Source: an optimization exercise on an open RTL-to-GDS flow (aim: small area, a short achievable clock period and few clock cycles per item). Production flows keep margins and buffers that such runs may drop. RTL that was checked went through simulation tests only; none was proved equivalent to the original. Function not checked in run 6: the RTL went through the layout flow alone.

$ cat design/flow/flow/run.sh
#!/bin/bash
# Own layout flow: the standard synthesis unchanged, then the standard ORFS
# steps with a few extra ORFS settings (flow/extra.mk) appended to config.mk
# after synthesis, so that synthesis is exactly the standard flow's.
set -euo pipefail
here="$(pwd)"
bash standard.sh synth > "$here/log_synth.txt" 2>&1
cat flow/extra.mk >> config.mk
bash standard.sh > "$here/log_layout.txt" 2>&1
$ cat design/flow/flow/extra.mk
export BUFFER_PORTS_ARGS = -buffer_cell sky130_fd_sc_hd__buf_1
$ cat design/flow/standard.sh
#!/bin/bash
# synth_recipe.tcl (not shown) runs the flow's synth.tcl, then flattens the netlist and writes it again
# the make line also repeats each setting of config.mk as NAME=value (left out here)
make -C /OpenROAD-flow-scripts/flow DESIGN_CONFIG=/design/flow/config.mk WORK_HOME=/design/flow/orfs CLKGATE_MAP_FILE= SYNTH_SCRIPT=/design/flow/synth_recipe.tcl "${@:-finish}"
$ cat design/flow/config.mk
export PLATFORM = sky130hd
export DESIGN_NAME = divider
export DESIGN_NICKNAME = divider
export VERILOG_FILES = /design/flow/design.v
export SDC_FILE = /design/flow/constraint.sdc
export NUM_CORES = 4
export LEC_CHECK = 0
export ABC_AREA = 1
export CAP_MARGIN = 20
export CORE_MARGIN = 2
export CORE_UTILIZATION = 40
export CTS_BUF_LIST = sky130_fd_sc_hd__clkbuf_8
export PLACE_DENSITY = 0.6
export SETUP_SLACK_MARGIN = 2.7
export SLEW_MARGIN = 20
export BUFFER_PORTS_ARGS = -buffer_cell sky130_fd_sc_hd__buf_1
$ cat design/flow/constraint.sdc
create_clock -name core_clock -period 5.0 [get_ports {clk}]
set_input_delay 1.0000 -clock core_clock [delete_from_list [all_inputs] [get_ports {clk}]]
set_output_delay 1.0000 -clock core_clock [all_outputs]
set_load 0.01 [all_outputs]
$ cat design/flow/design.v
module divider(quotient, remainder, done, divisor, dividend, start, clk, rst);
    output reg [31:0] quotient, remainder;
    input [31:0] divisor, dividend;
    input start, clk, rst;
    output done;
    reg        busy, idle, align;
    reg [4:0]  dt, dg;   
    reg [4:0]  sh;       
    reg [31:0] NB;       
    function [4:0] lzc;
        input [31:0] x;
        reg [15:0] v0; reg [15:0] z0;
        reg [7:0]  v1; reg [15:0] z1;
        reg [3:0]  v2; reg [11:0] z2;
        reg [1:0]  v3; reg [7:0]  z3;
        integer i;
        begin
            for (i = 0; i < 16; i = i + 1) begin
                v0[i] = x[2*i+1] | x[2*i];
                z0[i] = ~x[2*i+1];
            end
            for (i = 0; i < 8; i = i + 1) begin
                v1[i] = v0[2*i+1] | v0[2*i];
                z1[2*i +: 2] = v0[2*i+1] ? {1'b0, z0[2*i+1]} : {1'b1, z0[2*i]};
            end
            for (i = 0; i < 4; i = i + 1) begin
                v2[i] = v1[2*i+1] | v1[2*i];
                z2[3*i +: 3] = v1[2*i+1] ? {1'b0, z1[4*i+2 +: 2]} : {1'b1, z1[4*i +: 2]};
            end
            for (i = 0; i < 2; i = i + 1) begin
                v3[i] = v2[2*i+1] | v2[2*i];
                z3[4*i +: 4] = v2[2*i+1] ? {1'b0, z2[6*i+3 +: 3]} : {1'b1, z2[6*i +: 3]};
            end
            lzc = v3[1] ? {1'b0, z3[7:4]} : {1'b1, z3[3:0]};
        end
    endfunction
    function longer4;
        input [31:0] x, y;       
        reg [7:0] nx, ny;
        reg above;               
        integer j;
        begin
            for (j = 0; j < 8; j = j + 1) begin
                nx[j] = |x[4*j +: 4];
                ny[j] = |y[4*j +: 4];
            end
            longer4 = 1'b0;
            above = 1'b0;
            for (j = 7; j >= 0; j = j - 1) begin
                above = above | nx[j];
                longer4 = longer4 | (ny[j] & ~above);
            end
        end
    endfunction
    wire quick = longer4(dividend, divisor) | ~(|divisor);
    wire [4:0] bw;                       
    assign bw[0] = 1'b0;
    assign bw[1] = dg[0];
    assign bw[2] = dg[1] | (~dt[1] & dg[0]);
    assign bw[3] = dg[2] | (~dt[2] & dg[1]) | (~dt[2] & ~dt[1] & dg[0]);
    assign bw[4] = dg[3] | (~dt[3] & dg[2]) | (~dt[3] & ~dt[2] & dg[1])
                 | (~dt[3] & ~dt[2] & ~dt[1] & dg[0]);
    wire [4:0] s = dt ^ bw;
    wire       neg = dg[4] | (~dt[4] & dg[3]) | (~dt[4] & ~dt[3] & dg[2])
                   | (~dt[4] & ~dt[3] & ~dt[2] & dg[1])
                   | (~dt[4] & ~dt[3] & ~dt[2] & ~dt[1] & dg[0]);
    wire [31:0] B1 = s[0] ? {NB[30:0], 1'b1} : NB;
    wire [31:0] B2 = s[1] ? {B1[29:0], 2'b11} : B1;
    wire [31:0] B4 = s[2] ? {B2[27:0], 4'hf} : B2;
    wire [31:0] B8 = s[3] ? {B4[23:0], 8'hff} : B4;
    wire [31:0] Ba = s[4] ? {B8[15:0], 16'hffff} : B8;
    wire [32:0] diff = {1'b0, remainder} - {1'b0, ~NB};
    wire        qbit = ~diff[32];
    wire busy_n = busy ? (align ? ~neg : (sh != 5'd0)) : (start & ~quick);
    assign done = idle;
    always_ff @(posedge clk, negedge rst) begin
        if (~rst) begin
            busy <= 1'b0;
            idle <= 1'b1;
            align <= 1'b0;
        end else begin
            busy <= busy_n;
            idle <= ~busy_n;
            align <= ~busy & start & ~quick;
        end
    end
    always_ff @(posedge clk) begin
        dt <= lzc(divisor) ^ lzc(dividend);      
        dg <= ~lzc(divisor) & lzc(dividend);
        if (busy) begin
            if (align) begin
                NB <= Ba;
                sh <= s;
            end else begin
                NB <= {1'b1, NB[31:1]};
                sh <= sh - 5'd1;
                quotient <= {quotient[30:0], qbit};
                if (qbit) remainder <= diff[31:0];
            end
        end else begin
            NB <= ~divisor;
            if (start) begin
                quotient <= 32'd0;
                remainder <= dividend;
            end
        end
    end
endmodule
==> flow_summary.yaml, run 1 <==
status:
  outcome: "finished clean"
synth:
  synth_cell_type_count: 43
  synth.largest_area_cell: "nand2_1"
  ys_async_sr_fraction_pct: 2.632
  synth_sequential_area_ratio_pct: 31.60
  dominantRegCellSynth: "edfxtp_1"
  synth-edff-count: 71
  list_of_most_frequent_post_synthesis_cells: "612 x nand2_1, 225 x inv_1, 178 x nand3_1"
  post_synth.cell_area_avg_um2: 6.180
  yosys.area.top_type_share_pct: 24.12
  synthCells: 1541
  synth_most_common_cell: "nand2_1"
  netlist_top_cells_area: "nand2_1 24%, edfxtp_1 22%, nand3_1 9.4%"
  synth.ff_latch_count: 114
  synthesis.area_um2: 9523
  ys_warn_count: 1
  synth.net_count: 1649
worst_setup_path:
  critical_path_at_ns: 2.48
  timing.critical_path.mode_cell: "nand3_2"
  end_kind: "flip-flop"
  critPathSlowestCell: "edfxtp_1"
  critPathMaxStageDelay_ns: 0.40
  worst_ep_required_time_ns: 5.20
  critical_path.reg2reg.startpoint: "remainder[0]"
  critical_path_peak_fanout: 8
  crit_path_start: "remainder[0]"
  path_delay_family: "simple AND/OR/NAND/NOR gates"
  timing.critical_path.cells: "inv_1 > ha_2 > inv_4 > fa_2 > nand3_2 > nand3_4 > nand3_2 > nand3_2 > nand2_2 > nand2_2 > nand2_4 > nand2_4 > nand2_8 > nand2_8"
  critical_path.n_buffers_inverters: 2
  setup.worst_path.start_class: "flip-flop"
  critPathKind: "flip-flop to flip-flop"
placement:
  cell_total_after_placement: 1941
  buffer_ports.inserted: 131
  routabilityCongestion: 0.9643
  dp_hpwl_um: 25470
  detailedPlace.worstSlack_ns: 2.222
grt:
  grt_use_met1_pct: 38.39
  use_met2_pct: 40.02
  grt_remaining_overflow: 0
  grt_start_max_net_pins: 102
  initial_antenna_violation_count: 0
  grt_pass1_vias: 9038
  first_pass_grt_wire_length_um: 50030
  global_route.peak_usage_layer: "met2"
  met3_usage_pct: 3.402
  grtUsageTotal_pct: 26.49
route:
  dr_total_vias: 10430
  detail_route.wl_per_cell_um: 16.97
  route.final.wire_length_um: 33790
  drtIter0Drc: 1060
  drc_errors: 0
  viasPerCell: 5.239
  route.antenna.remaining_nets: 0
  firstDrtPassIters: 5
clock_network:
  tritoncts: "built"
  cts_made_buffers: 17
  clock_sink_count: 114
  cts-root-buf: "clkbuf_8"
  h-tree-depth: 4
  cts_hold_repair.buffers: 0
  ctsLongestPathBuffers: 2
  clk_pin_slew_worst_paths_ns: 0.08
  worst_skew_pair.late_latency_ns: 0.46
die:
  number_of_top_level_pins: 132
  die-height_um: 158.3
  design.core.area_um2: 23400
  std_cell_rows: 56
  floorplan.initialDensity_pct: 40.69
  floorplan.die_area_um2: 25060
  die_w_um: 158.3
layout:
  fraction_of_final_layout_cells_with_drive_strength_greater_than_1_pct: 9.569
  post_layout_nonfiller_instances: 1991
  final_core_area_utilization_pct: 48.37
  fillerInstances: 2478
  layout.nets: 1768
  antenna_cells: 0
  areaGrowthSynthToFinish_pct: 18.88
sta:
  max_fclk_ghz: 0.4392
  maxSlewViolCount: 0
  report.final.hold_viol_count: 0
  finalClockSkew_ns: 0.01213
  hold-worst-slack_ns: 0.3512
  max-slew-margin-rel_pct: 23.99
  fin_setup_tns_ns: 0
  crit_path_time_final_ns: 2.277
  setup_slack_of_the_critical_path_after_layout_ns: 2.723
  finalSetupViolCount: 0
  rsz0062_at_grt: "true"
  min_period_over_period_pct: 45.54
  tightestPinTransition_ns: 1.140
hold_path:
  min_path_type: "input pin to async pin"
flow_run:
  timing.max_cap.violations: 0
## cells by family (layout without fill, tap and decap cells)
logic type | Yosys count | after routing | synth area share [%]
adder cells (fa/ha/maj) | 41 | 41 | 5.466
XOR/XNOR | 10 | 10 | 0.9198
buffers and inverters | 284 | 412 | 12.17
flip-flops | 114 | 114 | 31.60
AO/OA/AOI/OAI | 172 | 172 | 10.04
AND/OR/NAND/NOR | 920 | 923 | 39.81
## per-stage QoR
| step | area (um2) |
|---|---|
| after floorplan | 9549 |
| after global placement | 10180 |
| after detailed placement | 10180 |
| after CTS | 10850 |
| after global routing | 11320 |
| final | 11320 |
## layer usage
layer	wire length [um]	share of wire (%)
met3	2637	7.8
met1	15720	47
met2	14290	42
met4	1138	3.4
met5	0	0
## worst paths after layout
check                                 to  slack (ns)  cells after the start
hold reg to reg             quotient[17]        0.54                      2
max in group asynchronous           idle        4.40                      1
hold / removal                      busy        0.35                      1
setup / recovery           remainder[19]        2.72                     14
setup reg to reg           remainder[19]        2.72                     14
min in group core_clock     quotient[17]        0.54                      2
## state kept, by name, summed over array words and instances, names as in the netlist
name	count
NB	32
quotient	32
remainder	32
dg	5
dt	5
sh	5
align	1
busy	1
idle	1
## cells in the final DEF, fill, tap and decap left out, types with 3 or more instances in the layout
master / n
nand3_1: 169
xnor2_1: 8
dfxtp_2: 9
o21ai_1: 8
nand2_4: 7
nand3b_1: 6
edfxtp_1: 71
ha_1: 19
o21bai_1: 7
ha_2: 4
clkinvlp_4: 3
buf_4: 16
nor3_1: 15
inv_1: 222
nor2_4: 3
o221ai_1: 5
nor4_1: 3
a21oi_2: 3
buf_1: 131
nand2_1: 591
nor2_1: 65
clkbuf_8: 17
inv_6: 6
nand2_2: 16
nand3_2: 8
o22ai_1: 18
nor2_2: 14
o21ai_0: 47
nand4_1: 10
nand2_8: 6
a31oi_1: 6
dfxtp_1: 31
a21oi_1: 68
buf_6: 4
bufinv_16: 3
ha_4: 17
## final cells by class
class	count	area (um2)	area share (%)
multi-input combinational	1146	5918	52.28
sequential	114	3025	26.72
inverter	229	888.4	7.847
timing repair buffer	152	676.9	5.979
tap	319	399.1	3.526
clock buffer	17	234.0	2.067
clock inverter	14	178.9	1.580
## repair_timing
item,CTS,global route
buffers inserted,7,9
gates resized for setup,42,88
gates cloned,3,0
setup endpoints to repair,100,116
pin swaps,4,18
Testbench counts, summed over its fixed seeds: cycles 15,277, items 2,048.
==> run 2: changes to the inputs <==
--- a/design/flow/config.mk
+++ b/design/flow/config.mk
@@ -12,5 +12,5 @@
 export CTS_BUF_LIST = sky130_fd_sc_hd__clkbuf_8
 export PLACE_DENSITY = 0.6
-export SETUP_SLACK_MARGIN = 2.7
+export SETUP_SLACK_MARGIN = 2.68
 export SLEW_MARGIN = 20
 export BUFFER_PORTS_ARGS = -buffer_cell sky130_fd_sc_hd__buf_1
==> flow_summary.yaml, run 2 <==
worst_setup_path:
  crit_cells: 13
  critical_path.n_buffers_inverters: 2
  timing.critical_path.mode_cell: "nand2_2"
  worst_ep_required_time_ns: 5.20
  setup.worst_path.start_class: "flip-flop"
  path_delay_family: "simple AND/OR/NAND/NOR gates"
  setup.worst_path.end: "remainder[14]"
  r2r-end: "remainder[14]"
  critPathMaxStageDelay_ns: 0.40
  critical_path_at_ns: 2.47
  critPathSlowestCell: "edfxtp_1"
  crit_path_start: "remainder[0]"
  timing.reg2reg.setup_slack_ns: 2.73
  critical_path.reg2reg.startpoint: "remainder[0]"
  critPathKind: "flip-flop to flip-flop"
  r2r_cell_count: 13
  critical_path_peak_fanout: 4
  timing.critical_path.cells: "inv_1 > ha_2 > inv_4 > fa_2 > nand3_2 > nand3_4 > nand2_2 > nand2_2 > nand2_2 > nand2_4 > or2_2 > nand3_1 > o21ai_0"
  end_kind: "flip-flop"
grt:
  grt_pass1_vias: 9047
  grtUsageTotal_pct: 26.61
  grt_start_max_net_pins: 103
  initial_antenna_violation_count: 0
  first_pass_grt_wire_length_um: 50430
  grt_remaining_overflow: 0
sta:
  rsz0062_at_grt: "true"
  finalSetupViolCount: 0
  tightestPinTransition_ns: 0.6030
  crit_path_time_final_ns: 2.267
  fin_setup_tns_ns: 0
  finalClockSkew_ns: 0.01963
  max-slew-margin-rel_pct: 59.65
  report.final.hold_viol_count: 0
  max_fclk_ghz: 0.4412
  maxSlewViolCount: 0
  min_period_over_period_pct: 45.33
  setup_slack_of_the_critical_path_after_layout_ns: 2.733
synth:
  yosys.area.top_type_share_pct: 24.12
  synth.ff_latch_count: 114
  ys_async_sr_fraction_pct: 2.632
  synth.net_count: 1649
  synth.largest_area_cell: "nand2_1"
  synthCells: 1541
  synth_sequential_area_ratio_pct: 31.60
  synth_cell_type_count: 43
  synthesis.area_um2: 9523
  ys_warn_count: 1
  synth-edff-count: 71
  synth_most_common_cell: "nand2_1"
  netlist_top_cells_area: "nand2_1 24%, edfxtp_1 22%, nand3_1 9.4%"
  list_of_most_frequent_post_synthesis_cells: "612 x nand2_1, 225 x inv_1, 178 x nand3_1"
  dominantRegCellSynth: "edfxtp_1"
  post_synth.cell_area_avg_um2: 6.180
clock_network:
  h-tree-depth: 4
  tritoncts: "built"
  cts-root-buf: "clkbuf_8"
  worst_skew_pair.late_latency_ns: 0.47
  ctsLongestPathBuffers: 2
  cts_made_buffers: 17
  clk_pin_slew_worst_paths_ns: 0.09
  cts_hold_repair.buffers: 0
  clock_sink_count: 114
layout:
  fraction_of_final_layout_cells_with_drive_strength_greater_than_1_pct: 8.597
  stdcell_area_um2: 11310
  post_layout_nonfiller_instances: 1994
  areaGrowthSynthToFinish_pct: 18.79
  fillerInstances: 2479
  largest_registers: "NB x32, quotient x32, remainder x32"
  final_common_cell: "nand2_1"
  layout.nets: 1770
  antenna_cells: 0
  final_cell_mix: "596 x nand2_1, 223 x inv_1, 173 x nand3_1"
route:
  drc_errors: 0
  route.final.wire_length_um: 33670
  detail_route.wl_per_cell_um: 16.89
  viasPerCell: 5.200
  drtIter0Drc: 1084
  route.antenna.remaining_nets: 0
  firstDrtPassIters: 6
  dr_total_vias: 10370
placement:
  detailed_place.area_um2: 10180
  dp_hpwl_um: 25580
  detailedPlace.worstSlack_ns: 2.235
  buffer_ports.inserted: 131
  cell_total_after_placement: 1941
  routabilityCongestion: 0.9220
status:
  outcome: "finished clean"
flow_run:
  timing.max_cap.violations: 0
die:
  design.core.area_um2: 23400
  std_cell_rows: 56
  floorplan.die_area_um2: 25060
  die-height_um: 158.3
  number_of_top_level_pins: 132
  die_w_um: 158.3
  floorplan.initialDensity_pct: 40.69
hold_path:
  min_path_type: "input pin to async pin"
-- run 2: worst reg2reg max path, stage by stage (launching register included) --
cell	delay (ns)
edfxtp_1	0.40
inv_1	0.07
ha_2	0.18
inv_4	0.04
fa_2	0.35
nand3_2	0.11
nand3_4	0.10
nand2_2	0.08
nand2_2	0.08
nand2_2	0.09
nand2_4	0.07
or2_2	0.28
nand3_1	0.06
o21ai_0	0.10
-- run 2: cell families after synthesis --
group | after synthesis | synth area share (%)
buffers and inverters | 284 | 12.17
AND/OR/NAND/NOR | 920 | 39.81
flip-flops | 114 | 31.60
adder cells (fa/ha/maj) | 41 | 5.466
AO/OA/AOI/OAI | 172 | 10.04
XOR/XNOR | 10 | 0.9198
-- run 2: cell type report --
cell class	count	area, um2	area share, %
Clock buffer	17	234.0	2.068
Clock inverter	15	245.2	2.168
Inverter	229	888.4	7.853
Multi-Input combinational cell	1146	5824	51.49
Sequential cell	114	3024	26.73
Tap cell	319	399.1	3.528
Timing Repair Buffer	154	696.9	6.161
-- run 2: per-layer routing --
layer	track usage, %	share of wire [%]
met5	0	0
met4	9.224	2.7
met3	5.117	8.7
met2	39.71	42
met1	38.33	46
-- run 2: timing repair --
item                                    4_1_cts  5_1_grt
gates resized for setup                      40       66
endpoints found under the hold margin         0        0
pin swaps                                     5        9
endpoints found under the setup margin      106      108
setup buffers                                 7       11
gates cloned                                  3        0
-- run 2: how the worst min path moves through the flow --
stage | to | cells past startpoint
floorplan | NB[8] | 2
finish | busy | 1
CTS | busy | 1
detailed placement | quotient[11] | 2
global route | busy | 1
global placement | quotient[22] | 2
-- run 2: per-stage QoR --
step / util [%] / hold slack (ns)
after floorplan: - / 0.4991
after global placement: 43.50 / 0.5151
after detailed placement: 43.50 / 0.5190
after CTS: 46.65 / 0.3261
after global routing: 48.34 / 0.3282
final: 48.34 / 0.3338
==> run 3: changes to the inputs <==
--- a/design/flow/config.mk
+++ b/design/flow/config.mk
@@ -12,5 +12,5 @@
 export CTS_BUF_LIST = sky130_fd_sc_hd__clkbuf_8
 export PLACE_DENSITY = 0.6
-export SETUP_SLACK_MARGIN = 2.68
+export SETUP_SLACK_MARGIN = 2.62
 export SLEW_MARGIN = 20
 export BUFFER_PORTS_ARGS = -buffer_cell sky130_fd_sc_hd__buf_1
==> flow_summary.yaml, run 3 <==
clock_network:
  clock_sink_count: 114
  worst_skew_pair.late_latency_ns: 0.45
  cts_hold_repair.buffers: 0
  clk_pin_slew_worst_paths_ns: 0.09
  cts_made_buffers: 17
  h-tree-depth: 4
  cts-root-buf: "clkbuf_8"
  tritoncts: "built"
  ctsLongestPathBuffers: 2
sta:
  hold-worst-slack_ns: 0.3440
  max-slew-margin-rel_pct: 54.95
  max_fclk_ghz: 0.4280
  maxSlewViolCount: 0
  finalClockSkew_ns: 0.01450
  report.final.hold_viol_count: 0
  rsz0062_at_grt: "true"
  crit_path_time_final_ns: 2.336
  min_period_over_period_pct: 46.73
  fin_setup_tns_ns: 0
  setup_slack_of_the_critical_path_after_layout_ns: 2.664
  tightestPinTransition_ns: 0.6758
  finalSetupViolCount: 0
synth:
  synth.net_count: 1649
  synth_cell_type_count: 43
  list_of_most_frequent_post_synthesis_cells: "612 x nand2_1, 225 x inv_1, 178 x nand3_1"
  synth_most_common_cell: "nand2_1"
  synth-edff-count: 71
  synthCells: 1541
  synth.ff_latch_count: 114
  ys_warn_count: 1
  synth_sequential_area_ratio_pct: 31.60
  netlist_top_cells_area: "nand2_1 24%, edfxtp_1 22%, nand3_1 9.4%"
  dominantRegCellSynth: "edfxtp_1"
  post_synth.cell_area_avg_um2: 6.180
  synthesis.area_um2: 9523
  ys_async_sr_fraction_pct: 2.632
  yosys.area.top_type_share_pct: 24.12
  synth.largest_area_cell: "nand2_1"
route:
  dr_total_vias: 10310
  viasPerCell: 5.204
  firstDrtPassIters: 5
  route.final.wire_length_um: 33370
  drc_errors: 0
  detail_route.wl_per_cell_um: 16.84
  drtIter0Drc: 922
  route.antenna.remaining_nets: 0
placement:
  detailed_place.area_um2: 10170
  routabilityCongestion: 0.9166
  detailedPlace.worstSlack_ns: 2.245
  dp_hpwl_um: 25640
  buffer_ports.inserted: 131
worst_setup_path:
  worst_ep_required_time_ns: 5.17
  critPathMaxStageDelay_ns: 0.40
  critPathKind: "flip-flop to flip-flop"
  timing.critical_path.mode_cell: "nand3_2"
  critical_path.n_buffers_inverters: 3
  critical_path_peak_fanout: 4
  end_kind: "flip-flop"
  timing.critical_path.cells: "inv_1 > ha_2 > inv_2 > fa_2 > nand3_2 > nand3_4 > nand3_2 > nand3_2 > buf_4 > or2_2 > nand3_1 > o21ai_0"
  setup.worst_path.start_class: "flip-flop"
  critical_path_at_ns: 2.51
  path_delay_family: "simple AND/OR/NAND/NOR gates"
  critPathSlowestCell: "edfxtp_1"
layout:
  areaGrowthSynthToFinish_pct: 15.07
  stdcell_area_um2: 10960
  final_cell_mix: "598 x nand2_1, 224 x inv_1, 172 x nand3_1"
  final_common_cell: "nand2_1"
  antenna_cells: 0
  largest_registers: "NB x32, quotient x32, remainder x32"
  layout.nets: 1758
  fraction_of_final_layout_cells_with_drive_strength_greater_than_1_pct: 7.156
die:
  number_of_top_level_pins: 132
  die-height_um: 158.3
  floorplan.initialDensity_pct: 40.69
  floorplan.die_area_um2: 25060
  std_cell_rows: 56
  design.core.area_um2: 23400
  die_w_um: 158.3
grt:
  first_pass_grt_wire_length_um: 50100
  grtUsageTotal_pct: 26.36
  grt_start_max_net_pins: 103
  initial_antenna_violation_count: 0
  grt_remaining_overflow: 0
  grt_pass1_vias: 9233
hold_path:
  min_path_type: "input pin to async pin"
status:
  outcome: "finished clean"
flow_run:
  timing.max_cap.violations: 0
[run 3: cell counts after synthesis]
Identical to the previous run, type by type.
[run 3: path summary, 6_finish.rpt]
check / from / end / slack [ns] / cells past startpoint
max reg2reg: remainder[0] / remainder[12] / 2.66 / 12
min: rst / busy / 0.34 / 1
max in group asynchronous: rst / idle / 4.43 / 1
max: remainder[0] / remainder[12] / 2.66 / 12
min reg2reg: quotient[11] / quotient[12] / 0.54 / 2
min in group core_clock: quotient[11] / quotient[12] / 0.54 / 2
[run 3: worst register-to-register path: stages (launching register included)]
cell and delay (ns):
edfxtp_1 0.40, inv_1 0.08, ha_2 0.16, inv_2 0.06, fa_2 0.37, nand3_2 0.11
nand3_4 0.10, nand3_2 0.08, nand3_2 0.08, buf_4 0.16, or2_2 0.27, nand3_1 0.09
o21ai_0 0.11
[run 3: area by class of cell]
class                      instances  area, um2
multi-input combinational       1146       5693
timing repair buffer             142      589.3
clock buffer                      17      234.0
clock inverter                    15      147.6
inverter                         229      869.6
sequential                       114       3025
fill                            2511      12440
tap                              319      399.1
[run 3: through the flow]
stage,instances,utilization (%)
final,1982,46.82
after global routing,1982,46.82
after global placement,1941,43.48
after CTS,1981,45.80
after detailed placement,1941,43.48
after floorplan,1541,-
[run 3: timing repair]
action / in CTS / in global routing
pin swaps: 3 / 8
gates cloned: 3 / 0
setup buffers: 5 / 1
setup endpoints to repair: 103 / 106
gates resized for setup: 22 / 61
[run 3: cells by family (layout without fill, tap and decap cells)]
logic type | Yosys count | after routing | share of synthesized area [%]
flops | 114 | 114 | 31.60
xor+xnor | 10 | 10 | 0.9198
fa+ha+maj | 41 | 41 | 5.466
simple gates | 920 | 923 | 39.81
compound gates | 172 | 172 | 10.04
buf+inv | 284 | 403 | 12.17
[run 3: metal layers]
| metal | share of wire [%] | wire [um] | track usage [%] |
|---|---|---|---|
| met5 | 0 | 0 | 0 |
| met4 | 2.9 | 959 | 9.653 |
| met3 | 6.7 | 2241 | 3.647 |
| met2 | 42 | 14170 | 40.43 |
| met1 | 48 | 16000 | 37.79 |
==> run 4: changes to the inputs <==
--- a/design/flow/config.mk
+++ b/design/flow/config.mk
@@ -11,6 +11,6 @@
 export CORE_UTILIZATION = 40
 export CTS_BUF_LIST = sky130_fd_sc_hd__clkbuf_8
-export PLACE_DENSITY = 0.6
-export SETUP_SLACK_MARGIN = 2.62
+export PLACE_DENSITY = 0.65
+export SETUP_SLACK_MARGIN = 2.65
 export SLEW_MARGIN = 20
 export BUFFER_PORTS_ARGS = -buffer_cell sky130_fd_sc_hd__buf_1
==> flow_summary.yaml, run 4 <==
placement:
  buffer_ports.inserted: 131
  dp_hpwl_um: 25020
  routabilityCongestion: 0.9878
sta:
  maxSlewViolCount: 0
  max_fclk_ghz: 0.4281
  finalSetupViolCount: 0
  tightestPinTransition_ns: 0.6402
  crit_path_time_final_ns: 2.336
  min_period_over_period_pct: 46.72
  fin_setup_tns_ns: 0
  report.final.hold_viol_count: 0
  rsz0062_at_grt: "false"
  max-slew-margin-rel_pct: 57.32
  finalClockSkew_ns: 0.01643
die:
  die_w_um: 158.3
  die-height_um: 158.3
  floorplan.die_area_um2: 25060
  number_of_top_level_pins: 132
  std_cell_rows: 56
  design.core.area_um2: 23400
  floorplan.initialDensity_pct: 40.69
clock_network:
  cts-root-buf: "clkbuf_8"
  clk_pin_slew_worst_paths_ns: 0.09
  cts_made_buffers: 17
  ctsLongestPathBuffers: 2
  h-tree-depth: 4
  tritoncts: "built"
  cts_hold_repair.buffers: 0
  clock_sink_count: 114
  worst_skew_pair.late_latency_ns: 0.48
synth:
  synth.net_count: 1649
  dominantRegCellSynth: "edfxtp_1"
  synthCells: 1541
  synth_cell_type_count: 43
  synthesis.area_um2: 9523
  ys_warn_count: 1
  synth.ff_latch_count: 114
  synth_sequential_area_ratio_pct: 31.60
  post_synth.cell_area_avg_um2: 6.180
  ys_async_sr_fraction_pct: 2.632
  yosys.area.top_type_share_pct: 24.12
  netlist_top_cells_area: "nand2_1 24%, edfxtp_1 22%, nand3_1 9.4%"
  list_of_most_frequent_post_synthesis_cells: "612 x nand2_1, 225 x inv_1, 178 x nand3_1"
  synth-edff-count: 71
  synth.largest_area_cell: "nand2_1"
  synth_most_common_cell: "nand2_1"
layout:
  layout.nets: 1770
  final_cell_mix: "595 x nand2_1, 221 x inv_1, 171 x nand3_1"
  largest_registers: "NB x32, quotient x32, remainder x32"
  areaGrowthSynthToFinish_pct: 17.09
  final_core_area_utilization_pct: 47.65
  fraction_of_final_layout_cells_with_drive_strength_greater_than_1_pct: 8.000
  ff_latch_area_um2: 3020
  fillerInstances: 2465
  multi_input_comb_area_um2: 5754
  final_common_cell: "nand2_1"
  antenna_cells: 0
grt:
  grtUsageTotal_pct: 25.91
  initial_antenna_violation_count: 0
  grt_pass1_vias: 9309
  first_pass_grt_wire_length_um: 49860
  grt_remaining_overflow: 0
  grt_start_max_net_pins: 103
worst_setup_path:
  end_kind: "flip-flop"
  critical_path_at_ns: 2.52
  critical_path_peak_fanout: 8
  setup.worst_path.start_class: "flip-flop"
  worst_ep_required_time_ns: 5.18
  critPathKind: "flip-flop to flip-flop"
route:
  detail_route.wl_per_cell_um: 16.63
  drtIter0Drc: 1113
  dr_total_vias: 10620
  drc_errors: 0
  viasPerCell: 5.323
  route.final.wire_length_um: 33150
  route.antenna.remaining_nets: 0
  firstDrtPassIters: 6
hold_path:
  min_path_type: "input pin to async pin"
flow_run:
  timing.max_cap.violations: 0
status:
  outcome: "finished clean"
-- run 4: cell types whose count changed in the layout (fill, tap and decap cells not counted), sizes merged --
cell      before  now
buf          142  154
clkinv         8    4
clkinvlp       0    3
inv          235  236
-- run 4: cell type report --
cell class	count	area share [%]
clock inverters	15	1.459
multi-input cells	1146	51.60
inverters	229	7.967
well taps	319	3.579
flip-flops and latches	114	27.09
clock buffers	17	2.098
repair buffers	154	6.205
-- run 4: metal layers --
metal / vias up / track usage (%) / wire (um)
met2: 564 / 39.40 / 14070
met4: 0 / 8.151 / 945
li1: 5199 / - / -
met1: 4795 / 37.21 / 14850
met3: 57 / 4.736 / 3287
met5: - / 0 / 0
-- run 4: logic make-up (layout without fill, tap and decap cells) --
logic type	after synthesis	count (layout)	share of synthesized area, %
and+or+nand+nor	920	923	39.81
buffers and inverters	284	415	12.17
AOI/OAI and AO/OA	172	172	10.04
xor gates and xnor gates	10	10	0.9198
DFF	114	114	31.60
adders and majority gates	41	41	5.466
-- run 4: stage by stage --
| stage | hold slack [ns] | worst slack (ns) | instances | cell area, um2 |
|---|---|---|---|---|
| 2_1_floorplan | 0.4991 | 2.683 | 1541 | 9547 |
| 3_3_place_gp | 0.5171 | 2.316 | 1942 | 10190 |
| 3_5_place_dp | 0.5215 | 2.287 | 1942 | 10190 |
| 4_1_cts | 0.3414 | 2.649 | 1984 | 10810 |
| 5_1_grt | 0.3598 | 2.625 | 1994 | 11150 |
| 6_report | 0.3446 | 2.664 | 1994 | 11150 |
-- run 4: worst max-delay path, cell delays in order (launching register included) --
cell and delay [ns]:
edfxtp_1 0.54, ha_4 0.35, inv_1 0.07, nor3_2 0.27, inv_1 0.07, o21ai_1 0.26
nor2_2 0.10, nand2_4 0.09, nand2_8 0.12, nand2_8 0.16
-- run 4: final timing paths --
| kind | start | slack, ns | depth (start not counted) | endpoint |
|---|---|---|---|---|
| worst max-delay path | NB[30] | 2.66 | 9 | remainder[2] |
| worst min-delay path | rst | 0.34 | 1 | align |
| worst max register to register | NB[30] | 2.66 | 9 | remainder[2] |
| worst min register to register | quotient[30] | 0.54 | 2 | quotient[31] |
| max in group asynchronous | rst | 4.40 | 1 | idle |
| min in group core_clock | quotient[30] | 0.54 | 2 | quotient[31] |
-- run 4: timing repair --
item                       CTS  global route
setup endpoints to repair   70           114
buffers inserted             7            10
resized for setup           35            59
pin swaps                    8             6
cloned                       3             0
==> run 5: changes to the inputs <==
--- a/design/flow/config.mk
+++ b/design/flow/config.mk
@@ -10,6 +10,6 @@
 export CORE_MARGIN = 2
 export CORE_UTILIZATION = 40
-export CTS_BUF_LIST = sky130_fd_sc_hd__clkbuf_8
-export PLACE_DENSITY = 0.65
+export CTS_BUF_LIST = sky130_fd_sc_hd__clkbuf_8 sky130_fd_sc_hd__clkbuf_16
+export PLACE_DENSITY = 0.6
 export SETUP_SLACK_MARGIN = 2.65
 export SLEW_MARGIN = 20
==> flow_summary.yaml, run 5 <==
status:
  outcome: "finished clean"
die:
  number_of_top_level_pins: 132
  std_cell_rows: 56
  die-height_um: 158.3
  design.core.area_um2: 23400
  floorplan.initialDensity_pct: 40.69
  die_w_um: 158.3
  floorplan.die_area_um2: 25060
layout:
  stdcell_area_um2: 11470
  layout.nets: 1767
  largest_registers: "NB x32, quotient x32, remainder x32"
  final_cell_mix: "595 x nand2_1, 224 x inv_1, 173 x nand3_1"
  antenna_cells: 0
  areaGrowthSynthToFinish_pct: 20.44
  post_layout_nonfiller_instances: 1991
  fraction_of_final_layout_cells_with_drive_strength_greater_than_1_pct: 8.373
  final_common_cell: "nand2_1"
sta:
  tightestPinTransition_ns: 0.6915
  report.final.hold_viol_count: 0
  finalClockSkew_ns: 0.01091
  max-slew-margin-rel_pct: 53.85
  finalSetupViolCount: 0
  maxSlewViolCount: 0
  min_period_over_period_pct: 45.57
  crit_path_time_final_ns: 2.279
  hold-worst-slack_ns: 0.3821
  max_fclk_ghz: 0.4389
  fin_setup_tns_ns: 0
  rsz0062_at_grt: "true"
synth:
  synth_simple_gate_area_share_pct: 39.81
  synth_sequential_area_ratio_pct: 31.60
  synthMuxAreaShare_pct: 0
  synth-compound-area-share_pct: 10.04
  synth.net_count: 1649
  synth_cell_type_count: 43
  synth_most_common_cell: "nand2_1"
  synthCells: 1541
  list_of_most_frequent_post_synthesis_cells: "612 x nand2_1, 225 x inv_1, 178 x nand3_1"
  ys_warn_count: 1
  yosys.area.top_type_share_pct: 24.12
  netlist_top_cells_area: "nand2_1 24%, edfxtp_1 22%, nand3_1 9.4%"
  synth.largest_area_cell: "nand2_1"
  synth_top_family_by_area: "simple AND/OR/NAND/NOR gates"
  synth-edff-count: 71
  ys_async_sr_fraction_pct: 2.632
  synth.ff_latch_count: 114
  post_synth.cell_area_avg_um2: 6.180
  dominantRegCellSynth: "edfxtp_1"
  synthesis.area_um2: 9523
  synthXorXnorAreaFrac_pct: 0.9197
  post_synth_fa_ha_maj_area_fraction_pct: 5.466
clock_network:
  tritoncts: "built"
  ctsLongestPathBuffers: 2
  clock_sink_count: 114
  cts_made_buffers: 17
  h-tree-depth: 4
  cts-root-buf: "clkbuf_16"
  worst_skew_pair.late_latency_ns: 0.43
  clk_pin_slew_worst_paths_ns: 0.07
route:
  dr_total_vias: 10330
  viasPerCell: 5.190
  route.antenna.remaining_nets: 0
  drc_errors: 0
  route.final.wire_length_um: 33600
  firstDrtPassIters: 6
  detail_route.wl_per_cell_um: 16.88
  drtIter0Drc: 1043
worst_setup_path:
  setup.worst_path.start_class: "flip-flop"
  critPathKind: "flip-flop to flip-flop"
  timing.reg2reg.setup_slack_ns: 2.72
  critical_path_peak_fanout: 8
  end_kind: "flip-flop"
  worst_ep_required_time_ns: 5.16
  critical_path_at_ns: 2.44
grt:
  first_pass_grt_wire_length_um: 50520
  grt_remaining_overflow: 0
  grt_pass1_vias: 9093
  grt_start_max_net_pins: 103
  initial_antenna_violation_count: 0
  grtUsageTotal_pct: 26.66
flow_run:
  timing.max_cap.violations: 0
hold_path:
  min_path_type: "input pin to async pin"
placement:
  dp_hpwl_um: 25580
  buffer_ports.inserted: 131
  detailed_place.area_um2: 10180
  cell_total_after_placement: 1941
  routabilityCongestion: 0.9220
## run 5: changes by cell type in the layout (fill, tap and decap cells not counted), sizes merged
cell	change
buf	-3
bufinv	+4
clkinv	+1
clkinvlp	-3
inv	-2
## run 5: layout make-up
type,count,area (um2)
inverter,229,882.1
multi-input combinational,1146,5796
sequential,114,3023
clock inverter,15,245.2
timing repair buffer,151,699.4
clock buffer,17,425.4
tap,319,399.1
fill,2461,11930
## run 5: kinds of logic (layout without fill, tap and decap cells)
logic type	after synthesis	in the layout
AND/OR/NAND/NOR	920	923
AO/OA/AOI/OAI	172	172
flip-flops	114	114
buffers and inverters	284	412
XOR/XNOR	10	10
adder cells (fa/ha/maj)	41	41
## run 5: metrics by stage
stage / setup slack [ns] / util [%]
after floorplan: 2.683 / -
after global placement: 2.282 / 43.50
after detailed placement: 2.235 / 43.50
after CTS: 2.650 / 47.54
after global routing: 2.627 / 49.01
final: 2.721 / 49.01
## run 5: critical path, stage by stage (launching register included)
cell and delay (ns):
edfxtp_1 0.38, inv_1 0.07, ha_2 0.16, inv_2 0.06, fa_2 0.36, nand3_2 0.11
nand3_4 0.09, nand3_2 0.08, nand3_2 0.08, nand2_2 0.09, nand2_2 0.07, nand2_2 0.07
nand2_2 0.07, nand2_4 0.09, buf_12 0.15, nand2_8 0.09
## run 5: path summary, 6_finish.rpt
kind	start	end	cells past startpoint
worst max-delay path	remainder[0]	remainder[11]	15
worst min-delay path	rst	busy	1
worst max register to register	remainder[0]	remainder[11]	15
worst min register to register	quotient[10]	quotient[11]	2
max in group asynchronous	rst	idle	1
min in group core_clock	quotient[10]	quotient[11]	2
## run 5: what timing repair did
action | in CTS | in global routing
cloned | 3 | 0
setup buffers | 9 | 6
pin swaps | 5 | 6
hold buffers | 0 | 0
hold endpoints to repair | 0 | 0
resized for setup | 33 | 67
setup endpoints to repair | 103 | 113
## run 5: routing by layer
layer  wire length (um)  vias to the layer above  track usage (%)
li1                   -                     5195                -
met1              15590                     4624            38.22
met2              14130                      463            40.10
met3               2893                       51            5.090
met4                988                        0            9.138
met5                  0                        -                0
==> run 6: changes to the inputs <==
--- a/design/flow/design.v
+++ b/design/flow/design.v
@@ -5,5 +5,5 @@
     output done;
     reg        busy, idle, align;
-    reg [4:0]  dt, dg;   
+    reg [4:0]  za_r;     
     reg [4:0]  sh;       
     reg [31:0] NB;       
@@ -54,15 +54,5 @@
     endfunction
     wire quick = longer4(dividend, divisor) | ~(|divisor);
-    wire [4:0] bw;                       
-    assign bw[0] = 1'b0;
-    assign bw[1] = dg[0];
-    assign bw[2] = dg[1] | (~dt[1] & dg[0]);
-    assign bw[3] = dg[2] | (~dt[2] & dg[1]) | (~dt[2] & ~dt[1] & dg[0]);
-    assign bw[4] = dg[3] | (~dt[3] & dg[2]) | (~dt[3] & ~dt[2] & dg[1])
-                 | (~dt[3] & ~dt[2] & ~dt[1] & dg[0]);
-    wire [4:0] s = dt ^ bw;
-    wire       neg = dg[4] | (~dt[4] & dg[3]) | (~dt[4] & ~dt[3] & dg[2])
-                   | (~dt[4] & ~dt[3] & ~dt[2] & dg[1])
-                   | (~dt[4] & ~dt[3] & ~dt[2] & ~dt[1] & dg[0]);
+    wire [5:0] s = {1'b0, sh} - {1'b0, za_r};
     wire [31:0] B1 = s[0] ? {NB[30:0], 1'b1} : NB;
     wire [31:0] B2 = s[1] ? {B1[29:0], 2'b11} : B1;
@@ -70,7 +60,32 @@
     wire [31:0] B8 = s[3] ? {B4[23:0], 8'hff} : B4;
     wire [31:0] Ba = s[4] ? {B8[15:0], 16'hffff} : B8;
-    wire [32:0] diff = {1'b0, remainder} - {1'b0, ~NB};
-    wire        qbit = ~diff[32];
-    wire busy_n = busy ? (align ? ~neg : (sh != 5'd0)) : (start & ~quick);
+    function [32:0] sub32;
+        input [31:0] x, ny;
+        reg [31:0] g, p, G, P, Gn, Pn;
+        integer i, d;
+        begin
+            g = x & ny;
+            p = x | ny;
+            g[0] = p[0];                     
+            G = g; P = p;
+            for (d = 1; d < 32; d = d * 2) begin
+                Gn = G; Pn = P;
+                for (i = 0; i < 32; i = i + 1)
+                    if (i % (2*d) >= d) begin
+                        Gn[i] = G[i] | (P[i] & G[i - (i % d) - 1]);
+                        Pn[i] = P[i] & P[i - (i % d) - 1];
+                    end
+                G = Gn; P = Pn;
+            end
+            sub32[32] = G[31];
+            sub32[0] = ~(x[0] ^ ny[0]);
+            for (i = 1; i < 32; i = i + 1)
+                sub32[i] = x[i] ^ ny[i] ^ G[i-1];
+        end
+    endfunction
+    wire [32:0] s32 = sub32(remainder, NB);
+    wire [31:0] diff = s32[31:0];
+    wire        qbit = s32[32];
+    wire busy_n = busy ? (align ? ~s[5] : (sh != 5'd0)) : (start & ~quick);
     assign done = idle;
     always_ff @(posedge clk, negedge rst) begin
@@ -86,10 +101,8 @@
     end
     always_ff @(posedge clk) begin
-        dt <= lzc(divisor) ^ lzc(dividend);      
-        dg <= ~lzc(divisor) & lzc(dividend);
         if (busy) begin
             if (align) begin
                 NB <= Ba;
-                sh <= s;
+                sh <= s[4:0];
             end else begin
                 NB <= {1'b1, NB[31:1]};
@@ -100,4 +113,6 @@
         end else begin
             NB <= ~divisor;
+            sh <= lzc(divisor);
+            za_r <= lzc(dividend);
             if (start) begin
                 quotient <= 32'd0;
--- a/design/flow/config.mk
+++ b/design/flow/config.mk
@@ -10,7 +10,7 @@
 export CORE_MARGIN = 2
 export CORE_UTILIZATION = 40
-export CTS_BUF_LIST = sky130_fd_sc_hd__clkbuf_8 sky130_fd_sc_hd__clkbuf_16
+export CTS_BUF_LIST = sky130_fd_sc_hd__clkbuf_8
 export PLACE_DENSITY = 0.6
-export SETUP_SLACK_MARGIN = 2.65
+export SETUP_SLACK_MARGIN = 2.6
 export SLEW_MARGIN = 20
 export BUFFER_PORTS_ARGS = -buffer_cell sky130_fd_sc_hd__buf_1
==> flow_summary.yaml, run 6 <==
layout:
  final_common_cell: "nand2_1"
  fraction_of_final_layout_cells_with_drive_strength_greater_than_1_pct: 12.77
  layout.nets: 1592
  antenna_cells: 0
  post_layout_nonfiller_instances: 1737
  largest_registers: "NB x32, quotient x32, remainder x32"
  areaGrowthSynthToFinish_pct: 20.66
  final_cell_mix: "344 x nand2_1, 215 x inv_1, 131 x buf_1"
synth:
  yosys.area.top_type_share_pct: 23.95
  synth_cell_type_count: 44
  post_synth.cell_area_avg_um2: 6.739
  synth-edff-count: 71
  synth.largest_area_cell: "edfxtp_1"
  synth.net_count: 1461
  synth.ff_latch_count: 109
  synth_sequential_area_ratio_pct: 32.68
  ys_warn_count: 1
  synthesis.area_um2: 8902
  netlist_top_cells_area: "edfxtp_1 24%, nand2_1 17%, ha_1 9.4%"
  synthCells: 1321
  list_of_most_frequent_post_synthesis_cells: "397 x nand2_1, 221 x inv_1, 107 x o21ai_0"
  dominantRegCellSynth: "edfxtp_1"
  synth_most_common_cell: "nand2_1"
  ys_async_sr_fraction_pct: 2.752
worst_setup_path:
  timing.critical_path.cells: "ha_4 > inv_2 > fa_2 > buf_12 > clkinvlp_4 > buf_8 > buf_6 > nand2_1 > nand2_1 > nand2_1 > nand2_1 > nand2_1 > nand2_1 > nand2_1 > nand2_1 > o21ai_1"
  setup.worst_path.start_class: "flip-flop"
  critPathKind: "flip-flop to flip-flop"
  critPathSlowestCell: "fa_2"
  timing.critical_path.mode_cell: "nand2_1"
  critical_path_peak_fanout: 6
  end_kind: "flip-flop"
  critPathMaxStageDelay_ns: 0.46
  worst_ep_required_time_ns: 5.26
  critical_path_at_ns: 2.74
clock_network:
  clock_sink_count: 109
  clk_pin_slew_worst_paths_ns: 0.11
  tritoncts: "built"
  cts-root-buf: "clkbuf_8"
  h-tree-depth: 3
  worst_skew_pair.late_latency_ns: 0.41
  cts_hold_repair.buffers: 0
  cts_made_buffers: 9
  ctsLongestPathBuffers: 2
sta:
  tightestPinTransition_ns: 0.7973
  min_period_over_period_pct: 49.47
  rsz0062_at_grt: "true"
  finalSetupViolCount: 0
  crit_path_time_final_ns: 2.473
  report.final.hold_viol_count: 0
  max-slew-margin-rel_pct: 46.85
  fin_setup_tns_ns: 0
  max_fclk_ghz: 0.4043
  maxSlewViolCount: 0
  finalClockSkew_ns: 0.01830
die:
  design.core.area_um2: 21820
  std_cell_rows: 54
  floorplan.initialDensity_pct: 40.79
  number_of_top_level_pins: 132
  die_w_um: 153.2
  die-height_um: 153.2
  floorplan.die_area_um2: 23470
placement:
  dp_hpwl_um: 21430
  cell_total_after_placement: 1689
  buffer_ports.inserted: 131
  routabilityCongestion: 0.9469
grt:
  first_pass_grt_wire_length_um: 45920
  grt_remaining_overflow: 0
  grt_pass1_vias: 8608
  initial_antenna_violation_count: 0
  grtUsageTotal_pct: 24.67
  grt_start_max_net_pins: 102
route:
  route.antenna.remaining_nets: 0
  firstDrtPassIters: 6
  detail_route.wl_per_cell_um: 17.14
  drtIter0Drc: 890
  dr_total_vias: 9263
  viasPerCell: 5.333
  drc_errors: 0
  route.final.wire_length_um: 29770
flow_run:
  timing.max_cap.violations: 0
status:
  outcome: "finished clean"
hold_path:
  min_path_type: "input pin to async pin"
## run 6: worst max-delay path: cells and delay by family, from the launching register on
kind                       cells  cell delay (ns)
AOI/OAI and AO/OA              1             0.05
DFF                            1             0.43
adders and majority gates      2             0.64
and+or+nand+nor                8             0.64
buffers and inverters          5             0.57
## run 6: cell families (layout without fill, tap and decap cells)
group	Yosys count	count (layout)	share of synthesized area, %
adders and majority gates	73	73	10.77
AOI/OAI and AO/OA	236	236	14.69
buffers and inverters	273	408	11.83
xor gates and xnor gates	12	12	1.265
DFF	109	109	32.68
and+or+nand+nor	616	617	28.55
muxes	2	2	0.2249
## run 6: worst paths after layout
path                       slack [ns]            to          from  cells past startpoint
setup / recovery                 2.53        NB[13]       za_r[0]                     16
hold / removal                   0.38          busy           rst                      1
setup reg to reg                 2.53        NB[13]       za_r[0]                     16
hold reg to reg                  0.55  quotient[29]  quotient[28]                      2
max in group asynchronous        4.39          idle           rst                      1
min in group core_clock          0.55  quotient[29]  quotient[28]                      2
## run 6: what timing repair did
| item | CTS | global route |
|---|---|---|
| cloned | 6 | 1 |
| endpoints found under the setup margin | 119 | 115 |
| setup buffers | 15 | 10 |
| pin swaps | 24 | 52 |
| gates resized for setup | 85 | 93 |
## run 6: final cells by class
type | count | area (um2)
fill | 2260 | 11080
timing repair buffer | 165 | 925.9
inverter | 224 | 857.1
tap | 280 | 350.3
timing repair inverter | 3 | 22.52
clock inverter | 7 | 98.84
clock buffer | 9 | 123.9
multi-input combinational | 940 | 5449
sequential | 109 | 2914
## run 6: metal layers
metal	GRT usage [%]	wire, um	up-vias
met5	0	0	-
met2	40.31	13730	357
met4	7.099	700	0
met1	33.83	13190	4325
li1	-	-	4530
met3	3.941	2144	51
## run 6: stage by stage
stage | hold slack (ns) | utilization [%] | setup slack (ns) | cell area, um2
6_report | 0.3836 | 49.22 | 2.527 | 10740
5_1_grt | 0.3785 | 49.22 | 2.435 | 10740
4_1_cts | 0.3825 | 47.27 | 2.515 | 10320
3_5_place_dp | 0.5189 | 43.98 | 1.870 | 9598
3_3_place_gp | 0.5179 | 43.98 | 1.913 | 9598
2_1_floorplan | 0.4944 | - | 2.592 | 8926
==> run 7: changes to the inputs <==
--- a/design/flow/design.v
+++ b/design/flow/design.v
@@ -7,5 +7,5 @@
     reg [4:0]  za_r;     
     reg [4:0]  sh;       
-    reg [31:0] NB;       
+    reg [31:0] B;        
     function [4:0] lzc;
         input [31:0] x;
@@ -55,36 +55,11 @@
     wire quick = longer4(dividend, divisor) | ~(|divisor);
     wire [5:0] s = {1'b0, sh} - {1'b0, za_r};
-    wire [31:0] B1 = s[0] ? {NB[30:0], 1'b1} : NB;
-    wire [31:0] B2 = s[1] ? {B1[29:0], 2'b11} : B1;
-    wire [31:0] B4 = s[2] ? {B2[27:0], 4'hf} : B2;
-    wire [31:0] B8 = s[3] ? {B4[23:0], 8'hff} : B4;
-    wire [31:0] Ba = s[4] ? {B8[15:0], 16'hffff} : B8;
-    function [32:0] sub32;
-        input [31:0] x, ny;
-        reg [31:0] g, p, G, P, Gn, Pn;
-        integer i, d;
-        begin
-            g = x & ny;
-            p = x | ny;
-            g[0] = p[0];                     
-            G = g; P = p;
-            for (d = 1; d < 32; d = d * 2) begin
-                Gn = G; Pn = P;
-                for (i = 0; i < 32; i = i + 1)
-                    if (i % (2*d) >= d) begin
-                        Gn[i] = G[i] | (P[i] & G[i - (i % d) - 1]);
-                        Pn[i] = P[i] & P[i - (i % d) - 1];
-                    end
-                G = Gn; P = Pn;
-            end
-            sub32[32] = G[31];
-            sub32[0] = ~(x[0] ^ ny[0]);
-            for (i = 1; i < 32; i = i + 1)
-                sub32[i] = x[i] ^ ny[i] ^ G[i-1];
-        end
-    endfunction
-    wire [32:0] s32 = sub32(remainder, NB);
-    wire [31:0] diff = s32[31:0];
-    wire        qbit = s32[32];
+    wire [31:0] B1 = s[0] ? {B[30:0], 1'b0} : B;
+    wire [31:0] B2 = s[1] ? {B1[29:0], 2'b0} : B1;
+    wire [31:0] B4 = s[2] ? {B2[27:0], 4'b0} : B2;
+    wire [31:0] B8 = s[3] ? {B4[23:0], 8'b0} : B4;
+    wire [31:0] Ba = s[4] ? {B8[15:0], 16'b0} : B8;
+    wire [32:0] diff = {1'b0, remainder} - {1'b0, B};
+    wire        qbit = ~diff[32];
     wire busy_n = busy ? (align ? ~s[5] : (sh != 5'd0)) : (start & ~quick);
     assign done = idle;
@@ -103,8 +78,8 @@
         if (busy) begin
             if (align) begin
-                NB <= Ba;
+                B <= Ba;
                 sh <= s[4:0];
             end else begin
-                NB <= {1'b1, NB[31:1]};
+                B <= B >> 1;
                 sh <= sh - 5'd1;
                 quotient <= {quotient[30:0], qbit};
@@ -112,5 +87,5 @@
             end
         end else begin
-            NB <= ~divisor;
+            B <= divisor;
             sh <= lzc(divisor);
             za_r <= lzc(dividend);
--- a/design/flow/config.mk
+++ b/design/flow/config.mk
@@ -6,5 +6,4 @@
 export NUM_CORES = 4
 export LEC_CHECK = 0
-export ABC_AREA = 1
 export CAP_MARGIN = 20
 export CORE_MARGIN = 2
==> flow_summary.yaml, run 7 <==
status:
  outcome: "finished clean"
route:
  drtIter0Drc: 1027
  firstDrtPassIters: 5
  route.antenna.remaining_nets: 0
  drc_errors: 0
  viasPerCell: 6.110
  dr_total_vias: 8768
  detail_route.wl_per_cell_um: 21.69
  route.final.wire_length_um: 31130
worst_setup_path:
  end_kind: "flip-flop"
  critPathSlowestCell: "a211o_4"
  critical_path_peak_fanout: 8
  critPathKind: "flip-flop to flip-flop"
  crit_path_start: "B[0]"
  setup.worst_path.start_class: "flip-flop"
  critical_path.reg2reg.startpoint: "B[0]"
  worst_ep_required_time_ns: 5.11
  timing.critical_path.cells: "ha_2 > fa_2 > nand2b_4 > a21oi_4 > o211ai_1 > a2111oi_4 > buf_4 > o31ai_4 > a211o_4 > nand2_8"
  critical_path_at_ns: 3.08
  critPathMaxStageDelay_ns: 0.47
die:
  floorplan.initialDensity_pct: 40.49
  die-height_um: 149.4
  number_of_top_level_pins: 132
  floorplan.die_area_um2: 22320
  die_w_um: 149.4
  design.core.area_um2: 20890
  std_cell_rows: 53
layout:
  post_layout_nonfiller_instances: 1435
  final_common_cell: "buf_1"
  areaGrowthSynthToFinish_pct: 34.70
  largest_registers: "B x32, quotient x32, remainder x32"
  fillerInstances: 1833
  layout.nets: 1263
  antenna_cells: 0
  stdcell_area_um2: 11390
  final_core_area_utilization_pct: 54.54
  final_cell_mix: "127 x buf_1, 82 x o21ai_0, 71 x edfxtp_1"
  fraction_of_final_layout_cells_with_drive_strength_greater_than_1_pct: 29.66
clock_network:
  h-tree-depth: 3
  cts-root-buf: "clkbuf_8"
  cts_hold_repair.buffers: 0
  tritoncts: "built"
  worst_skew_pair.late_latency_ns: 0.41
  clock_sink_count: 109
  clk_pin_slew_worst_paths_ns: 0.11
  cts_made_buffers: 9
  ctsLongestPathBuffers: 2
placement:
  dp_hpwl_um: 20930
  cell_total_after_placement: 1327
  buffer_ports.inserted: 131
  detailedPlace.worstSlack_ns: 1.508
  routabilityCongestion: 0.9460
  detailed_place.area_um2: 9268
sta:
  finalClockSkew_ns: 0.01342
  min_period_over_period_pct: 59.29
  finalSetupViolCount: 0
  report.final.hold_viol_count: 0
  max_fclk_ghz: 0.3373
  setup_slack_of_the_critical_path_after_layout_ns: 2.035
  max-slew-margin-rel_pct: 49.87
  fin_setup_tns_ns: 0
  crit_path_time_final_ns: 2.965
  maxSlewViolCount: 0
  tightestPinTransition_ns: 0.7514
  rsz0062_at_grt: "true"
synth:
  synth_cell_type_count: 69
  post_synth.cell_area_avg_um2: 8.729
  ys_warn_count: 1
  synth-edff-count: 71
  synth.net_count: 1077
  synthCells: 969
  synth.largest_area_cell: "edfxtp_1"
  synth_sequential_area_ratio_pct: 34.39
  synthesis.area_um2: 8458
  netlist_top_cells_area: "edfxtp_1 25%, dfxtp_1 8.3%, o21ai_0 6.6%"
  list_of_most_frequent_post_synthesis_cells: "111 x o21ai_0, 84 x nand2_1, 77 x a21oi_1"
  synth.ff_latch_count: 109
  dominantRegCellSynth: "edfxtp_1"
  synth_most_common_cell: "o21ai_0"
  ys_async_sr_fraction_pct: 2.752
  yosys.area.top_type_share_pct: 25.21
hold_path:
  min_path_type: "input pin to async pin"
flow_run:
  timing.max_cap.violations: 0
grt:
  grt_pass1_vias: 8181
  first_pass_grt_wire_length_um: 45710
  initial_antenna_violation_count: 0
  grt_start_max_net_pins: 92
  grtUsageTotal_pct: 26.71
  grt_remaining_overflow: 0
==> run 7: logic make-up (layout without fill, tap and decap cells) <==
kind of cell | after synthesis | count (layout) | share of synthesized area, %
compound gates | 315 | 315 | 23.11
xor+xnor | 28 | 29 | 2.988
flops | 109 | 109 | 34.39
mux | 64 | 64 | 10.24
fa+ha+maj | 41 | 41 | 6.243
buf+inv | 120 | 307 | 5.503
simple gates | 292 | 295 | 17.53
==> run 7: worst max-delay path: cells and delay by family, from the launching register on <==
family                     cells  cell delay, ns
DFF                            1            0.38
AOI/OAI and AO/OA              5            1.18
buffers and inverters          1            0.19
adders and majority gates      2            0.57
and+or+nand+nor                2            0.35
==> run 7: metrics by stage <==
step,hold slack (ns)
2_1_floorplan,0.4939
3_5_place_dp,0.5431
6_report,0.3776
3_3_place_gp,0.5240
5_1_grt,0.3713
4_1_cts,0.3601
==> run 7: path summary, 6_finish.rpt <==
check | to | slack [ns] | cells past startpoint
min in group core_clock | B[8] | 0.54 | 2
min | busy | 0.38 | 1
max | remainder[14] | 2.04 | 10
max in group asynchronous | idle | 4.40 | 1
min reg2reg | B[8] | 0.54 | 2
max reg2reg | remainder[14] | 2.04 | 10
==> run 7: cell type report <==
class | instances | area [um2] | share of cell area (%)
multi-input cells | 744 | 6297 | 55.27
repair buffers | 228 | 1391 | 12.21
clock inverters | 7 | 51.30 | 0.4503
inverters | 63 | 242.7 | 2.130
clock buffers | 9 | 123.9 | 1.087
flip-flops and latches | 109 | 2943 | 25.83
well taps | 275 | 344.1 | 3.020
==> run 7: metal layers <==
layer  GRT usage, %  up-vias  wire (um)
met1          36.35     4226      13030
li1               -     3985          -
met2          43.35      457      14530
met5              0        -          0
met3          3.689      100       2341
met4          9.952        0       1227
==> run 7: timing repair <==
| action | in CTS | in global routing |
|---|---|---|
| hold endpoints to repair | 0 | 0 |
| pin swaps | 72 | 58 |
| buffers inserted | 57 | 31 |
| gates resized for setup | 183 | 96 |
| endpoints found under the setup margin | 95 | 126 |
| gates cloned | 4 | 0 |
Testbench counts of run 7, summed over its fixed seeds: cycles 15,277, items 2,048.
==> run 8: changes to the inputs <==
--- a/design/flow/config.mk
+++ b/design/flow/config.mk
@@ -6,4 +6,5 @@
 export NUM_CORES = 4
 export LEC_CHECK = 0
+export ABC_AREA = 1
 export CAP_MARGIN = 20
 export CORE_MARGIN = 2
@@ -11,5 +12,5 @@
 export CTS_BUF_LIST = sky130_fd_sc_hd__clkbuf_8
 export PLACE_DENSITY = 0.6
-export SETUP_SLACK_MARGIN = 2.6
+export SETUP_SLACK_MARGIN = 2.5
 export SLEW_MARGIN = 20
 export BUFFER_PORTS_ARGS = -buffer_cell sky130_fd_sc_hd__buf_1
==> flow_summary.yaml, run 8 <==
layout:
  final_common_cell: "nand2_1"
  stdcell_area_um2: 10680
  final_cell_mix: "520 x nand2_1, 261 x inv_1, 147 x nand3_1"
  final_core_area_utilization_pct: 45.92
  layout.nets: 1711
  fraction_of_final_layout_cells_with_drive_strength_greater_than_1_pct: 6.592
  largest_registers: "B x32, quotient x32, remainder x32"
  antenna_cells: 0
  areaGrowthSynthToFinish_pct: 13.58
synth:
  post_synth.cell_area_avg_um2: 6.350
  ys_async_sr_fraction_pct: 2.752
  netlist_top_cells_area: "edfxtp_1 23%, nand2_1 21%, inv_1 11%"
  synth_cell_type_count: 48
  synth.largest_area_cell: "edfxtp_1"
  synth-edff-count: 71
  synth.net_count: 1589
  synth_top_family_by_area: "simple AND/OR/NAND/NOR gates"
  synthXorXnorAreaFrac_pct: 1.543
  synthesis.area_um2: 9404
  ys_warn_count: 1
  yosys.area.top_type_share_pct: 22.67
  synth.ff_latch_count: 109
  post_synth_fa_ha_maj_area_fraction_pct: 5.615
  synth_simple_gate_area_share_pct: 36.04
  synth_sequential_area_ratio_pct: 30.93
  synthCells: 1481
  dominantRegCellSynth: "edfxtp_1"
  synthMuxAreaShare_pct: 0.2262
  list_of_most_frequent_post_synthesis_cells: "529 x nand2_1, 265 x inv_1, 148 x nand3_1"
  synth_most_common_cell: "nand2_1"
  synth-compound-area-share_pct: 11.63
route:
  route.final.wire_length_um: 33790
  route.antenna.remaining_nets: 0
  drtIter0Drc: 1049
  dr_total_vias: 10070
  firstDrtPassIters: 5
  drc_errors: 0
  detail_route.wl_per_cell_um: 17.54
  viasPerCell: 5.227
placement:
  detailed_place.area_um2: 10050
  routabilityCongestion: 0.9404
  dp_hpwl_um: 25940
  buffer_ports.inserted: 131
die:
  std_cell_rows: 56
  floorplan.die_area_um2: 24750
  floorplan.initialDensity_pct: 40.43
  die_w_um: 157.3
  number_of_top_level_pins: 132
  die-height_um: 157.3
  design.core.area_um2: 23260
clock_network:
  worst_skew_pair.late_latency_ns: 0.40
  cts_hold_repair.buffers: 0
  cts_made_buffers: 9
  tritoncts: "built"
  cts-root-buf: "clkbuf_8"
  clk_pin_slew_worst_paths_ns: 0.12
  h-tree-depth: 3
  clock_sink_count: 109
  ctsLongestPathBuffers: 2
flow_run:
  timing.max_cap.violations: 0
grt:
  grt_remaining_overflow: 0
  grtUsageTotal_pct: 26.38
  grt_start_max_net_pins: 66
  grt_pass1_vias: 9166
  initial_antenna_violation_count: 0
  first_pass_grt_wire_length_um: 49420
worst_setup_path:
  critical_path_at_ns: 2.52
  critPathKind: "flip-flop to flip-flop"
  worst_ep_required_time_ns: 5.11
  setup.worst_path.start_class: "flip-flop"
  end_kind: "flip-flop"
  critical_path_peak_fanout: 8
sta:
  max-slew-margin-rel_pct: 43.12
  min_period_over_period_pct: 48.13
  tightestPinTransition_ns: 0.8522
  finalSetupViolCount: 0
  fin_setup_tns_ns: 0
  maxSlewViolCount: 0
  max_fclk_ghz: 0.4155
  crit_path_time_final_ns: 2.407
  finalClockSkew_ns: 0.01367
  rsz0062_at_grt: "false"
  report.final.hold_viol_count: 0
status:
  outcome: "finished clean"
hold_path:
  min_path_type: "input pin to async pin"
[run 8: cell types whose count changed in the layout (fill, tap and decap cells not counted), sizes merged, moves of 18 or more]
cell	change
a21oi	-29
and2	-28
buf	-74
inv	+208
mux2	-19
mux2i	-27
nand2	+448
nand3	+138
nor2	+18
o21ai	-35
[run 8: critical path, stage by stage, from the launching register on]
cell and delay (ns):
edfxtp_1 0.36, inv_1 0.05, ha_2 0.19, fa_1 0.37
inv_2 0.08, nand3_1 0.08, nand3_2 0.12, nand2_1 0.08
nand3_2 0.10, nand2_2 0.07, nand2_2 0.10, nand2_2 0.08
nand2_2 0.13, nand2_8 0.13, nand2_8 0.16
[run 8: timing repair]
action                     in CTS  in global routing
cloned                          1                  4
setup endpoints to repair     100                 99
buffers inserted                5                 10
pin swaps                       2                  9
gates resized for setup        12                 47
[run 8: final timing paths]
path,to,slack (ns),from,cells past startpoint
worst max-delay path,remainder[19],2.59,remainder[0],14
worst min-delay path,busy,0.37,rst,1
worst max register to register,remainder[19],2.59,remainder[0],14
worst min register to register,B[11],0.50,B[12],2
max in group asynchronous,idle,4.40,rst,1
min in group core_clock,B[11],0.50,B[12],2
[run 8: through the flow]
stage	setup WS (ns)	hold slack, ns	instances
6_report	2.593	0.3729	1927
5_1_grt	2.481	0.3723	1927
4_1_cts	2.282	0.3561	1913
3_5_place_dp	2.094	0.4800	1891
3_3_place_gp	2.116	0.4727	1891
2_1_floorplan	2.646	0.4561	1481
[run 8: cell type report]
cell class / instances / area, um2
tap: 319 / 399.1
inverter: 270 / 1033
clock inverter: 6 / 53.80
multi-input combinational: 1059 / 5430
fill: 2469 / 12580
clock buffer: 10 / 137.6
timing repair buffer: 154 / 713.2
sequential: 109 / 2914
[run 8: logic make-up (layout without fill, tap and decap cells)]
kind of cell,count (synthesis),in the layout
xor+xnor,14,14
flops,109,109
compound gates,188,188
simple gates,810,814
fa+ha+maj,41,41
buf+inv,317,440
mux,2,2
[run 8: routing by layer]
layer	GRT usage, %	part of all wire, %	up-vias
li1	-	-	4980
met1	34.98	42	4579
met2	42.19	45	431
met3	3.992	7.7	83
met4	12.47	4.9	0
met5	0	0	-

port drivers added, routing unchanged:
Ports are ideal in the flow. The routed layouts listed here were re-timed in OpenROAD.
Step 1 assumes that a clkbuf_16 drives the clock port and a buf_2 every other input.
Step 2 also shifts input and output timing later by t, the mid clock arrival at the registers, as if the neighbouring blocks saw the same clock.
Slacks: no drivers / after step 1 / after step 2; pairs: no drivers / after step 1.
run	t, ns	setup WS [ns]	worst register clock-pin slew, ns
run 1	0.499	2.723 / 2.723 / 2.340	0.09 / 0.09
run 2	0.508	2.733 / 2.722 / 2.326	0.10 / 0.10
run 3	0.486	2.664 / 2.664 / 2.293	0.09 / 0.09
run 4	0.513	2.664 / 2.664 / 2.273	0.10 / 0.10
run 5	0.469	2.721 / 2.721 / 2.334	0.07 / 0.07
run 6	0.441	2.527 / 2.527 / 2.215	0.13 / 0.13
run 7	0.451	2.035 / 2.035 / 2.035	0.12 / 0.12
run 8	0.441	2.593 / 2.593 / 2.327	0.12 / 0.12
After both steps setup and hold are still met in every run listed. For run 2, which loses most, drivers alone change the setup slack by -0.011 ns; drivers and shift together by -0.407 ns.
